This design comes from an exercise in tuning for small area on the open sky130 flow, not from production work. In this exercise RTL edits were held to simulation tests only and were not proved equivalent to the original. Power and IR drop assume default switching activity.

==> flow/design.v <==
`timescale 1ns / 1ps
module SR_Control #(
    parameter DATA_WIDTH=170,
    parameter CNT_WIDTH=8
   ) (
    input [DATA_WIDTH-1:0] din,
    input clk,
    input rst,
    input start,
    output reg data_out,
    output reg load_sr,
    output reg clk_sr_en
    );
reg [CNT_WIDTH-1:0] count;
wire idle   = (count == 0);
wire run    = idle ? start : (count < DATA_WIDTH);
wire step   = idle ? start : (count != DATA_WIDTH + 2);
wire [7:0] lo = 8'd1 << count[2:0];
wire [20:0] hi;
wire [20:0] grp;                             
genvar g;
generate for (g = 0; g < 21; g = g + 1) begin : gs
  assign hi[g] = (count[7:3] == g);
  wire [1:0] p;
  SR_Aoi222 a0 (.a1(din[DATA_WIDTH-1-8*g]), .a2(lo[0]), .b1(din[DATA_WIDTH-2-8*g]), .b2(lo[1]),
                .c1(din[DATA_WIDTH-3-8*g]), .c2(lo[2]), .y(p[0]));
  SR_Aoi222 a1 (.a1(din[DATA_WIDTH-4-8*g]), .a2(lo[3]), .b1(din[DATA_WIDTH-5-8*g]), .b2(lo[4]),
                .c1(din[DATA_WIDTH-6-8*g]), .c2(lo[5]), .y(p[1]));
  SR_Tail  a2 (.p0(p[0]), .p1(p[1]), .a1(din[DATA_WIDTH-7-8*g]), .a2(lo[6]), .b1(din[DATA_WIDTH-8-8*g]), .b2(lo[7]),
                .y(grp[g]));
end endgenerate
wire [7:0] part;                             
generate for (g = 0; g < 7; g = g + 1) begin : fs
  SR_Aoi222 f (.a1(grp[3*g]), .a2(hi[3*g]), .b1(grp[3*g+1]), .b2(hi[3*g+1]),
               .c1(grp[3*g+2]), .c2(hi[3*g+2]), .y(part[g]));
end endgenerate
SR_Aoi22 ft (.a1(din[1]), .a2(count == 8'd168), .b1(din[0]), .b2(count == 8'd169), .y(part[7]));
wire sel_bit = !(&part);
always @(posedge clk)
  clk_sr_en <= run && !rst;
always @(posedge clk or posedge rst)
  if (rst) begin
    count    <= 0;
    data_out <= 1'b0;
    load_sr  <= 1'b0;
  end else begin
    count    <= step ? count + 1'b1 : {CNT_WIDTH{1'b0}};
    data_out <= run & sel_bit;
    load_sr  <= (count == DATA_WIDTH);
  end
endmodule
module SR_Aoi222 (
    input a1, a2, b1, b2, c1, c2,
    output y
    );
assign y = !((a1 & a2) | (b1 & b2) | (c1 & c2));
endmodule
module SR_Tail (
    input p0, p1, a1, a2, b1, b2,
    output y
    );
assign y = !(p0 & p1 & !((a1 & a2) | (b1 & b2)));
endmodule
module SR_Aoi22 (
    input a1, a2, b1, b2,
    output y
    );
assign y = !((a1 & a2) | (b1 & b2));
endmodule
`timescale 1ns / 1ps
module Receive_Data #(parameter DATA_WIDTH=170,
                      parameter TOP_WIDTH=10
   ) (
    input data_in,
    input clk,
    input rst,
    input start,
    output reg [DATA_WIDTH-TOP_WIDTH-1:0] dout,
    output [TOP_WIDTH-1:0] top,
    output reg valid
    );
localparam [7:0] S1   = 8'h01;
localparam [7:0] S172 = 8'hD5;
reg [7:0] cnt;
reg [DATA_WIDTH+1:0] sr;
wire [7:0] cnt_step = {cnt[6:0], ~(cnt[7] ^ cnt[5] ^ cnt[4] ^ cnt[3])};
wire done = (cnt == S172);
wire idle = (cnt == 8'd0) || done;
always @(posedge clk or posedge rst)
  if (rst)
    cnt <= 8'd0;
  else
    cnt <= idle ? (start ? S1 : 8'd0) : cnt_step;
always @*
  valid = done;
always @(posedge clk)
  sr <= {sr[DATA_WIDTH:0], data_in};
wire load_n = !valid;
wire [DATA_WIDTH-TOP_WIDTH-1:0] dout_d;
genvar i;
generate for (i = 0; i < DATA_WIDTH-TOP_WIDTH; i = i + 1) begin : h
  RD_Hold m (.s(valid), .sn(load_n), .d1(sr[i+1]), .d0(dout[i]), .y(dout_d[i]));
end endgenerate
always @(posedge clk)
  dout <= dout_d;
assign top = sr[DATA_WIDTH+1:DATA_WIDTH-TOP_WIDTH+2];
endmodule
module RD_Hold (
    input s, sn, d1, d0,
    output y
    );
assign y = (s & d1) | (sn & d0);
endmodule
`timescale 1ns / 1ps
module Format_Data #(parameter DATA_WIDTH=170,
                     parameter VALID_WIDTH=32,
                     parameter FIFO_WIDTH=36
   ) (
    input clk,
    input rst,
    input start,
    input [DATA_WIDTH-11:0] data_in,         
    input [9:0] top,                         
    input fifo_full,
    input valid,
    output reg fifo_wr_en,
    output [FIFO_WIDTH-1:0] data_out
    );
reg [1:0] st;
reg [3:0] k;                                 
reg z;                                       
wire arm  = (st == 2'b01);
wire wr   = (st == 2'b11);
wire hold = (st == 2'b10);
wire idle = (st == 2'b00);
wire go   = (arm && valid && !fifo_full) ||
            (wr && !fifo_full && k != 0) ||
            (hold && !fifo_full);
wire arm_n  = (idle && start) || (arm && !(valid && !fifo_full));
wire hold_n = (wr || hold) && fifo_full;
always @(posedge clk or posedge rst)
  if (rst)
    st <= 2'b00;
  else
    st <= {go || hold_n, go || arm_n};
always @*
  fifo_wr_en = wr;
always @(posedge clk)
  if (arm_n) begin
    k <= 4'd6;
    z <= 1'b0;
  end else if (go) begin
    k <= k - 1'b1;
    z <= z || (k == 0);
  end
wire [5:0] e;
genvar i;
generate for (i = 0; i < 6; i = i + 1) begin : es
  assign e[i] = !z && (k == i);
end endgenerate
wire [VALID_WIDTH-1:0] word;
generate for (i = 0; i < VALID_WIDTH; i = i + 1) begin : ws
  wire p0, p1;
  FD_Aoi222 m0 (.a1(data_in[i]), .a2(e[0]), .b1(data_in[VALID_WIDTH+i]), .b2(e[1]),
                .c1(data_in[2*VALID_WIDTH+i]), .c2(e[2]), .y(p0));
  if (i < 10) begin : t
    FD_Aoi222 m1 (.a1(data_in[3*VALID_WIDTH+i]), .a2(e[3]), .b1(data_in[4*VALID_WIDTH+i]), .b2(e[4]),
                  .c1(top[i]), .c2(e[5]), .y(p1));
    assign word[i] = !(p0 & p1);
  end else begin : n
    FD_Tail m1 (.p(p0), .a1(data_in[3*VALID_WIDTH+i]), .a2(e[3]), .b1(data_in[4*VALID_WIDTH+i]), .b2(e[4]),
                 .y(word[i]));
  end
end endgenerate
assign data_out = {{(FIFO_WIDTH-VALID_WIDTH){1'b0}}, word};
endmodule
module FD_Aoi222 (
    input a1, a2, b1, b2, c1, c2,
    output y
    );
assign y = !((a1 & a2) | (b1 & b2) | (c1 & c2));
endmodule
module FD_Tail (
    input p, a1, a2, b1, b2,
    output y
    );
assign y = !(p & !((a1 & a2) | (b1 & b2)));
endmodule
module FD_Aoi22 (
    input a1, a2, b1, b2,
    output y
    );
assign y = !((a1 & a2) | (b1 & b2));
endmodule
`timescale 1ns / 1ps
module Top_SR #(parameter WIDTH=170,
                parameter CNT_WIDTH=8,
                parameter VALID_WIDTH=32,
                parameter NUM_WIDTH=4,
                parameter FIFO_WIDTH=36,
                parameter SHIFT_DIRECTION=1,
                parameter READ_TRIG_SRC=0,
                parameter READ_DELAY=1
   ) (
    input clk_in,
    input rst,
    input start,
    input [WIDTH-1:0] din,
    input data_in,
    input fifo_full,
    output clk_sr_en,
    output data_out,
    output load_sr,
    output fifo_wr_en,
    output [FIFO_WIDTH-1:0] fifo_din
    );
wire valid;
wire [WIDTH-11:0] data_receive;
wire [9:0] data_top;
SR_Control #(.DATA_WIDTH(WIDTH), .CNT_WIDTH(CNT_WIDTH))
     sr_control_0(
        .din(din),
        .clk(clk_in),
        .rst(rst),
        .start(start),
        .data_out(data_out),
        .load_sr(load_sr),
        .clk_sr_en(clk_sr_en)
        );
Receive_Data #(.DATA_WIDTH(WIDTH))
     receive_data_0(
        .data_in(data_in),
        .clk(clk_in),
        .rst(rst),
        .start(start),
        .valid(valid),
        .dout(data_receive),
        .top(data_top)
        );
Format_Data #(.DATA_WIDTH(WIDTH), .VALID_WIDTH(VALID_WIDTH), .FIFO_WIDTH(FIFO_WIDTH))
     format_data_inst (
        .clk(clk_in),
        .rst(rst),
        .start(start),
        .data_in(data_receive),
        .top(data_top),
        .fifo_full(fifo_full),
        .valid(valid),
        .fifo_wr_en(fifo_wr_en),
        .data_out(fifo_din)
        );
endmodule
clock: 10.0 ns
lec_check: 0
cap_margin: 20
core_margin: 2
core_utilization: 50
cts_buf_list: sky130_fd_sc_hd__clkbuf_8
cts_cluster_diameter: 40
cts_cluster_size: 16
place_density: 0.65
slew_margin: 20
synth_hierarchical: 1
synth_minimum_keep_size: 0
standard.sh (not shown) runs the stock make flow with config.mk's settings and CLKGATE_MAP_FILE= SYNTH_SCRIPT=/design/flow/synth_recipe.tcl, a recipe that flattens the netlist after the stock synthesis.
==> flow/flow/run.sh <==
#!/bin/bash
# The standard layout (the standard.sh, all steps), except that
# - the port buffers that global placement inserts are buf_1 cells rather
#   than the buffer OpenROAD picks by default, and
# - clock tree synthesis inserts no dummy loads (CTS_ARGS replaces the
#   arguments cts.tcl builds from the CTS_* settings in config.mk; these are
#   the same settings plus -dont_use_dummy_load).
set -euo pipefail
cd "$(dirname "$0")/.."
export BUFFER_PORTS_ARGS="-buffer_cell sky130_fd_sc_hd__buf_1"
export CTS_ARGS="-sink_clustering_enable -repair_clock_nets -sink_clustering_size 16 -sink_clustering_max_diameter 40 -buf_list sky130_fd_sc_hd__clkbuf_8 -dont_use_dummy_load"
bash standard.sh finish > standard.log 2>&1
Change:
--- a/flow/design.v
+++ b/flow/design.v
@@ -12,12 +12,14 @@
     output reg clk_sr_en
     );
 reg [CNT_WIDTH-1:0] count;
 wire idle   = (count == 0);
 wire run    = idle ? start : (count < DATA_WIDTH);
 wire step   = idle ? start : (count != DATA_WIDTH + 2);
+always @*
+  load_sr = (count == DATA_WIDTH + 1);
 wire [7:0] lo = 8'd1 << count[2:0];
 wire [20:0] hi;
 wire [20:0] grp;                             
 genvar g;
 generate for (g = 0; g < 21; g = g + 1) begin : gs
   assign hi[g] = (count[7:3] == g);
@@ -39,17 +41,15 @@
 always @(posedge clk)
   clk_sr_en <= run && !rst;
 always @(posedge clk or posedge rst)
   if (rst) begin
     count    <= 0;
     data_out <= 1'b0;
-    load_sr  <= 1'b0;
   end else begin
     count    <= step ? count + 1'b1 : {CNT_WIDTH{1'b0}};
     data_out <= run & sel_bit;
-    load_sr  <= (count == DATA_WIDTH);
   end
 endmodule
 module SR_Aoi222 (
     input a1, a2, b1, b2, c1, c2,
     output y
     );
Setup slack degrades by 66 ps.
Maximum frequency is lower by 1.5%.
Final cell count is lower by 0.58%.
Design area is lower by 0.84%.
Routed wire length is lower by 0.53%.
Sequential power is about the same.
Clock power is lower by 8.4%.
Core utilization is lower by 0.49 points.
Total power is lower by 2.7%.

==> re-timing with driven ports <==
In the flow no input, the clock included, has a driving cell. The finished layouts below were timed again as built, in two steps.
Step 1, drivers: a clkbuf_16 drives clk_in and a buf_2 each remaining input, both assumed.
Step 2 adds t to the input delays and takes it off the output delays; t is the mean of the earliest and latest rising clock arrival at the registers after step 1. Input paths then give back, and output paths get back, about the clock's delay inside the block.
Three values: ideal, step 1, step 2; two values: the first two.
run	t, ns	setup slack, ns	hold slack, ns	cell pins on the clock port's net
the first run	0.553	5.657 / 5.616 / 6.169	0.315 / 0.315 / 0.315	1
the second run	0.587	5.591 / 5.553 / 6.139	0.325 / 0.325 / 0.325	1
After both steps setup and hold are still met in every run listed.
